What follows belongs to an exercise in optimizing a design on an open flow for small area, a short achievable clock period and few clock cycles; a production flow would make more cautious choices.
Function was checked by simulation only, so behaviour that the tests miss may differ from the original.
No activity file was given, so power comes from the tool's default toggle rates.

==> v7 <==
==> flow/design.v (excerpt) <==
module coretop (
    input wire rst_i,
    input wire clk_i,
    input wire [32-1:0] rom_data_i,
    output wire [32-1:0] rom_addr_o,
    input wire [32-1:0] ram_data_i,
    output wire [32-1:0] ram_addr_o,
    output wire [32-1:0] ram_wdata_o,
    output wire ram_we_o,
    output wire ram_req_o,
    input wire timer_irq_i,
    input wire software_irq_i,
    input wire external_irq_i
);
reg [31:0] pc;
wire [31:0] inst = rom_data_i;
assign rom_addr_o = pc;
wire [6:0] opc = inst[6:0];
wire [2:0] f3 = inst[14:12];
wire [4:0] rs1 = inst[19:15];
wire [4:0] rs2 = inst[24:20];
wire [4:0] rd = inst[11:7];
wire op_lui   = (opc == 7'b0110111);
wire op_auipc = (opc == 7'b0010111);
wire op_jal   = (opc == 7'b1101111);
wire op_jalr  = (opc == 7'b1100111);
wire op_br    = (opc == 7'b1100011);
wire op_ld    = (opc == 7'b0000011);
wire op_st    = (opc == 7'b0100011);
wire op_imm   = (opc == 7'b0010011);
wire op_reg   = (opc == 7'b0110011);
wire op_sys   = (opc == 7'b1110011);
wire is_m     = op_reg & (inst[31:25] == 7'b0000001);
wire is_csr   = op_sys & (f3 != 3'b000);
wire is_ecall = op_sys & (f3 == 3'b000) & (inst[31:20] == 12'h000);
wire is_mret  = op_sys & (f3 == 3'b000) & (inst[31:20] == 12'h302);
wire use1 = op_jalr | op_br | op_ld | op_st | op_imm | op_reg | (is_csr & ~f3[2]);
wire use2 = op_br | op_st | op_reg;
wire wreg = (op_lui | op_auipc | op_jal | op_jalr | op_ld | op_imm | op_reg | is_csr) & (rd != 5'd0);
wire [31:0] immI = {{20{inst[31]}}, inst[31:20]};
wire [31:0] immS = {{20{inst[31]}}, inst[31:25], inst[11:7]};
wire [31:0] immB = {{20{inst[31]}}, inst[7], inst[30:25], inst[11:8], 1'b0};
wire [31:0] immU = {inst[31:12], 12'b0};
wire [31:0] immJ = {{12{inst[31]}}, inst[19:12], inst[20], inst[30:21], 1'b0};
wire [31:0] imm = op_st ? immS : op_br ? immB : (op_lui | op_auipc) ? immU : immI;
wire pred = op_jal | (op_br & inst[31]);
wire [31:0] pc_tgt = pc + (inst[2] ? immJ : immB);
wire [31:0] pc_seq = pc + 32'd4;
wire [31:0] pc_pred = pred ? pc_tgt : pc_seq;
wire br4 = (immB == 32'd4);      
wire [4:0] wb_rd;
wire [31:0] wb_data;
wire wb_we;
wire [31:0] rf1, rf2;
regfiles regfiles0 (
    .clk_i(clk_i),
    .rs1_addr_i(rs1),
    .rs2_addr_i(rs2),
    .rd_addr_i(wb_rd),
    .rd_data_i(wb_data),
    .rd_we_i(wb_we),
    .rs1_data_o(rf1),
    .rs2_data_o(rf2)
);
  ...
export LEC_CHECK = 0
export CAP_MARGIN = 20
export CORE_MARGIN = 2
export CORE_UTILIZATION = 40
export SLEW_MARGIN = 20
create_clock -name core_clock -period 12.0 [get_ports {clk_i}]
run.sh (not shown) runs the stock make flow with config.mk's settings and CLKGATE_MAP_FILE= SYNTH_SCRIPT=/design/flow/synth_recipe.tcl, a recipe that flattens the netlist after the stock synthesis.
==> v39 (differences from v7) <==
--- a/flow/design.v
+++ b/flow/design.v
@@ -117,17 +117,17 @@
     input wire kill_i,               
     input wire [2:0] f3_i,
     input wire [32-1:0] a_i,
     input wire [32-1:0] b_i,
     output reg done_o,
     output reg [32-1:0] result_o
 );
 reg busy;
-reg iter;                
+reg [1:0] ph;
 reg [4:0] cnt;
 reg [32:0] hr;           
 reg [31:0] lq;           
 reg [32:0] md;           
 reg negq, negr;
 wire isdiv = f3_i[2];
 wire isrem = f3_i[1];
 wire dsigned = ~f3_i[0];
@@ -155,97 +155,96 @@
             end
     end
 endfunction
 wire [5:0] clzq = clz32(lq);
 wire [5:0] clzd = clz32(md[31:0]);
 wire dzero = (md[31:0] == 32'd0);
 wire dsmall = (clzd < clzq);              
 wire [4:0] dd = clzd[4:0] - clzq[4:0];   
-wire [63:0] sh = {32'd0, lq} << (5'd31 - dd);
-wire [33:0] diff = {1'b0, hr[31:0], lq[31]} - {2'b0, md[31:0]};
-wire qb = ~diff[33];
-wire [31:0] rnew = qb ? diff[31:0] : {hr[30:0], lq[31]};
-wire [31:0] qnew = {lq[30:0], qb};
-reg [31:0] fin;
-reg neg;
+wire [63:0] sh = {32'd0, lq} << {~dd[4:1], 1'b0};
+wire [33:0] diff1 = {1'b0, hr[31:0], lq[31]} - {2'b0, md[31:0]};
+wire qb1 = ~diff1[33];
+wire [31:0] r1 = qb1 ? diff1[31:0] : {hr[30:0], lq[31]};
+wire [33:0] diff2 = {1'b0, r1, lq[30]} - {2'b0, md[31:0]};
+wire qb2 = ~diff2[33];
+wire [31:0] rnew = qb2 ? diff2[31:0] : {r1[30:0], lq[30]};
+wire [31:0] qnew = {lq[29:0], qb1, qb2};
+localparam PH_SETUP = 2'd0, PH_ITER = 2'd1, PH_FIX = 2'd2;
+wire negf = isrem ? negr : negq;
+wire [31:0] fin_iter = isrem ? rnew : qnew;
+wire [31:0] fin = (ph == PH_FIX) ? (isrem ? hr[31:0] : lq) :
+                  (isrem ? lq : (dzero ? 32'hFFFFFFFF : 32'd0));
+wire negs = (ph == PH_FIX) ? negf : (isrem & negr);
+wire [31:0] fin_neg = negs ? -fin : fin;
 always @(*) begin
-    done_o = 1'b0;
-    fin = 32'd0;
-    neg = 1'b0;
-    result_o = 32'd0;
     if (!isdiv) begin
-        if (!busy) begin
-            done_o = opzero;
-        end else begin
-            done_o = (cnt == 5'd0);
-        end
-        result_o = (f3_i[1:0] == 2'b00) ? {t[7:0], lq[31:8]} : t[39:8];
-        if (!busy) result_o = 32'd0;
+        done_o = busy ? (cnt == 5'd0) : opzero;
+        result_o = !busy ? 32'd0 : (f3_i[1:0] == 2'b00) ? {t[7:0], lq[31:8]} : t[39:8];
     end else begin
-        if (busy && !iter) begin
-            done_o = dzero | dsmall;
-            fin = isrem ? lq : (dzero ? 32'hFFFFFFFF : 32'd0);
-            neg = isrem & negr;
-        end else if (busy && iter) begin
-            done_o = (cnt == 5'd0);
-            fin = isrem ? rnew : qnew;
-            neg = isrem ? negr : negq;
-        end
-        result_o = neg ? -fin : fin;
+        done_o = busy & ((ph == PH_SETUP) ? (dzero | dsmall) :
+                         (ph == PH_ITER) ? ((cnt == 5'd0) & ~negf) : 1'b1);
+        result_o = (ph == PH_ITER) ? fin_iter : fin_neg;
     end
 end
 always @(posedge clk_i) begin
     if (rst_i || kill_i || !start_i) begin
         busy <= 1'b0;
-        iter <= 1'b0;
+        ph <= PH_SETUP;
     end else if (!isdiv) begin
         if (!busy) begin
             if (!opzero) begin
                 busy <= 1'b1;
                 cnt <= 5'd2;
             end
         end else begin
             cnt <= cnt - 5'd1;
             if (cnt == 5'd0) busy <= 1'b0;
         end
     end else begin
         if (!busy) begin
             busy <= 1'b1;
-            iter <= 1'b0;
-        end else if (!iter) begin
+            ph <= PH_SETUP;
+        end else if (ph == PH_SETUP) begin
             if (dzero | dsmall) begin
                 busy <= 1'b0;
             end else begin
-                iter <= 1'b1;
-                cnt <= dd;
+                ph <= PH_ITER;
+                cnt <= {1'b0, dd[4:1]};
             end
-        end else begin
+        end else if (ph == PH_ITER) begin
             cnt <= cnt - 5'd1;
             if (cnt == 5'd0) begin
-                busy <= 1'b0;
-                iter <= 1'b0;
+                if (negf) begin
+                    ph <= PH_FIX;
+                end else begin
+                    busy <= 1'b0;
+                    ph <= PH_SETUP;
+                end
             end
+        end else begin
+            busy <= 1'b0;
+            ph <= PH_SETUP;
         end
     end
 end
 always @(posedge clk_i) begin
     if (!isdiv) begin
         hr <= t[40:8];
         lq <= {t[7:0], lsrc};
         if (!busy) md <= mop;
     end else if (!busy) begin
         lq <= absa;
         md <= {1'b0, absb};
         negq <= dsigned & (a_i[31] ^ b_i[31]);
         negr <= dsigned & a_i[31];
-    end else if (!iter) begin
+    end else if (ph == PH_SETUP) begin
         hr <= {1'b0, sh[63:32]};
         lq <= sh[31:0];
-    end else begin
+    end else if (ph == PH_ITER) begin
         hr <= {1'b0, rnew};
         lq <= qnew;
     end
 end
 endmodule
 module coretop (
     input wire rst_i,
     input wire clk_i,
@@ -256,16 +255,19 @@
     output wire [32-1:0] ram_wdata_o,
     output wire ram_we_o,
     output wire ram_req_o,
     input wire timer_irq_i,
     input wire software_irq_i,
     input wire external_irq_i
 );
 reg [31:0] pc;
+wire [32:0] sum;
+reg e_sumres;
+reg [4:0] e_rd;
 wire [31:0] inst = rom_data_i;
 assign rom_addr_o = pc;
 wire [6:0] opc = inst[6:0];
 wire [2:0] f3 = inst[14:12];
 wire [4:0] rs1 = inst[19:15];
 wire [4:0] rs2 = inst[24:20];
 wire [4:0] rd = inst[11:7];
 wire op_lui   = (opc == 7'b0110111);
@@ -286,20 +288,21 @@
 wire use2 = op_br | op_st | op_reg;
 wire wreg = (op_lui | op_auipc | op_jal | op_jalr | op_ld | op_imm | op_reg | is_csr) & (rd != 5'd0);
 wire [31:0] immI = {{20{inst[31]}}, inst[31:20]};
 wire [31:0] immS = {{20{inst[31]}}, inst[31:25], inst[11:7]};
 wire [31:0] immB = {{20{inst[31]}}, inst[7], inst[30:25], inst[11:8], 1'b0};
 wire [31:0] immU = {inst[31:12], 12'b0};
 wire [31:0] immJ = {{12{inst[31]}}, inst[19:12], inst[20], inst[30:21], 1'b0};
 wire [31:0] imm = op_st ? immS : op_br ? immB : (op_lui | op_auipc) ? immU : immI;
-wire pred = op_jal | (op_br & inst[31]);
-wire [31:0] pc_tgt = pc + (inst[2] ? immJ : immB);
+wire jr_fwd = op_jalr & e_sumres & (rs1 == e_rd);
+wire pred = op_jal | (op_br & inst[31]) | jr_fwd;
+wire [31:0] pc_tgt = (jr_fwd ? sum[31:0] : pc) + (~inst[2] ? immB : inst[3] ? immJ : immI);
 wire [31:0] pc_seq = pc + 32'd4;
-wire [31:0] pc_pred = pred ? pc_tgt : pc_seq;
+wire [31:0] pc_pred = pred ? {pc_tgt[31:1], 1'b0} : pc_seq;
 wire br4 = (immB == 32'd4);      
 wire [4:0] wb_rd;
 wire [31:0] wb_data;
 wire wb_we;
 wire [31:0] rf1, rf2;
 regfiles regfiles0 (
     .clk_i(clk_i),
     .rs1_addr_i(rs1),
@@ -310,29 +313,28 @@
     .rs1_data_o(rf1),
     .rs2_data_o(rf2)
 );
 wire [31:0] rv1 = (wb_we && wb_rd == rs1) ? wb_data : rf1;
 wire [31:0] rv2 = (wb_we && wb_rd == rs2) ? wb_data : rf2;
 wire [31:0] a_in = op_lui ? 32'd0 : op_auipc ? pc : (is_csr & f3[2]) ? {27'd0, rs1} : rv1;
 reg e_valid;
 reg [31:0] e_pc, e_a, e_b, e_imm;
-reg [4:0] e_rd;
 reg [2:0] e_f3;
 reg e_we, e_alu, e_reg, e_sub, e_br, e_jal, e_jalr, e_ld, e_st, e_csr, e_ecall, e_mret, e_m;
-reg e_pred, e_br4, e_fa, e_fb;
+reg e_pred, e_br4, e_fa, e_fb, e_jmp;
 reg [31:0] m_res, m_sd;
 reg [4:0] m_rd;
 reg [2:0] m_f3;
 reg [3:0] m_be;
 reg m_we, m_ld, m_st;
 wire [31:0] ea = e_fa ? m_res : e_a;
 wire [31:0] eb = e_fb ? m_res : e_b;
 wire [31:0] op2 = (e_reg | e_br) ? eb : e_imm;
-wire [32:0] sum = {1'b0, ea} + {1'b0, op2 ^ {32{e_sub}}} + {32'd0, e_sub};
+assign sum = {1'b0, ea} + {1'b0, op2 ^ {32{e_sub}}} + {32'd0, e_sub};
 wire ltu = ~sum[32];
 wire lt = (ea[31] ^ op2[31]) ? ea[31] : sum[31];
 wire eq = (ea == op2);
 function [31:0] rev32(input [31:0] v);
     integer i;
     begin
         for (i = 0; i < 32; i = i + 1) rev32[i] = v[31 - i];
     end
@@ -398,17 +400,17 @@
     .trap_pc_i(trap_pc),
     .trap_cause_i(trap_cause),
     .mret_i(e_mret & ~irq),
     .irq_o(irq),
     .irq_cause_o(irq_cause),
     .mtvec_o(mtvec),
     .mepc_o(mepc)
 );
-wire [31:0] e_res = e_m ? md_res : e_csr ? csr_rdata : (e_jal | e_jalr) ? e_link : alu;
+wire [31:0] e_res = e_m ? md_res : e_csr ? csr_rdata : e_jmp ? e_link : alu;
 wire e_busy = e_m & ~md_done;                           
 wire loaduse = e_ld & ((use1 & rs1 == e_rd) | (use2 & rs2 == e_rd));
 wire kill_f = trap | e_mret | redirect;                 
 wire hold_f = e_busy | loaduse;                         
 always @(posedge clk_i) begin
     if (rst_i)
         pc <= 32'd0;
     else if (trap)
@@ -420,20 +422,22 @@
     else if (!hold_f)
         pc <= pc_pred;
 end
 always @(posedge clk_i) begin
     if (rst_i || kill_f || (loaduse && !e_busy)) begin
         e_valid <= 1'b0;
         e_we <= 1'b0; e_br <= 1'b0; e_jal <= 1'b0; e_jalr <= 1'b0; e_ld <= 1'b0;
         e_st <= 1'b0; e_csr <= 1'b0; e_ecall <= 1'b0; e_mret <= 1'b0; e_m <= 1'b0;
+        e_sumres <= 1'b0;
         e_fa <= 1'b0; e_fb <= 1'b0;
     end else if (!e_busy) begin
         e_valid <= 1'b1;
-        e_we <= wreg; e_br <= op_br; e_jal <= op_jal; e_jalr <= op_jalr; e_ld <= op_ld;
+        e_we <= wreg; e_br <= op_br; e_jal <= op_jal; e_jalr <= op_jalr & ~jr_fwd; e_ld <= op_ld;
+        e_sumres <= wreg & (op_lui | op_auipc | (op_imm & f3 == 3'b000) | (op_reg & ~is_m & f3 == 3'b000));
         e_st <= op_st; e_csr <= is_csr; e_ecall <= is_ecall; e_mret <= is_mret; e_m <= is_m;
         e_fa <= use1 & e_we & (rs1 == e_rd);
         e_fb <= use2 & e_we & (rs2 == e_rd);
     end
 end
 always @(posedge clk_i) begin
     if (!e_busy) begin
         e_pc <= pc;
@@ -443,16 +447,17 @@
         e_rd <= rd;
         e_f3 <= f3;
         e_alu <= op_imm | op_reg;
         e_reg <= op_reg;
         e_sub <= op_br | ((op_reg | op_imm) & (f3[2:1] == 2'b01)) |
                  (op_reg & (f3 == 3'b000) & inst[30]) | ((op_reg | op_imm) & (f3 == 3'b101) & inst[30]);
         e_pred <= pred;
         e_br4 <= br4;
+        e_jmp <= op_jal | op_jalr;
     end
 end
 wire e_done = ~trap & ~e_busy;
 always @(posedge clk_i) begin
     if (rst_i || !e_done) begin
         m_we <= 1'b0;
         m_ld <= 1'b0;
         m_st <= 1'b0;
SETUP_SLACK_MARGIN = 5   (was unset)
==> impl_results.md <==
- Worst skew pair latency: 930 ps
- EDFF count, synth: 1206
- Initial core utilization: 40.3%
- Outcome: finished clean
- Worst slew margin: 6.97%
- Register Area: 44600 µm²
- Pin count of the biggest net entering global routing: 133
- Worst path slowest cell: mux2i_1
- Combinational power share: 51.3%
- Power Density: 222 nW/µm²
- Post-synth top area share: 33.2%
- Met3 WL: 57900 µm
- PnR Total Power: 27.1 mW
- Routability cong.: 1.09
- Synth-to-layout area growth: 12.0%
- # fillers: 25100
-- figures above: v7

==> impl_results.md <==
- Outcome: finished clean
- Met3 WL: 69900 µm
- Top Usage Layer GRT: met2
- Worst slew margin: 10.7%
- Worst path slowest cell: fa_1
- Register Area: 45000 µm²
- Routability cong.: 1.09
- # fillers: 25500
- Post-synth top area share: 33.2%
- Synth-to-layout area growth: 16.6%
- Core area: 279000 µm²
- EDFF count, synth: 1239
- Worst skew pair latency: 920 ps
- Power Density: 245 nW/µm²
-- figures above: v39

Testbench counts of v7, summed over its fixed seeds: cycles 31,524.
Testbench counts of v39, summed over its fixed seeds: cycles 29,173.

==> what the ideal ports hide <==
No port has a modelled driver above. Below, the same layouts with a new extraction and two added sets of constraints.
Step 1 assumes that a clkbuf_16 drives the clock port and a buf_2 every other input.
Step 2 moves the port delays by t, midway between the first and last clock arrival at a register: inputs arrive t later, outputs are due t later. That takes back most of the time a late clock gives input paths.
Three values: ideal ports, drivers, drivers and shift; two values: the first two.
run	t (ns)	setup slack, ns	hold slack, ns	cell pins on the clock port's net
v7	0.974	2.430 / 2.430 / 2.430	0.449 / 0.449 / 0.449	1
v39	0.971	4.776 / 4.776 / 4.220	0.449 / 0.449 / 0.449	1
After both steps setup and hold are still met in every run listed. The setup slack of v39, which loses most, moves by 0.000 ns with the drivers and by -0.556 ns with both steps.
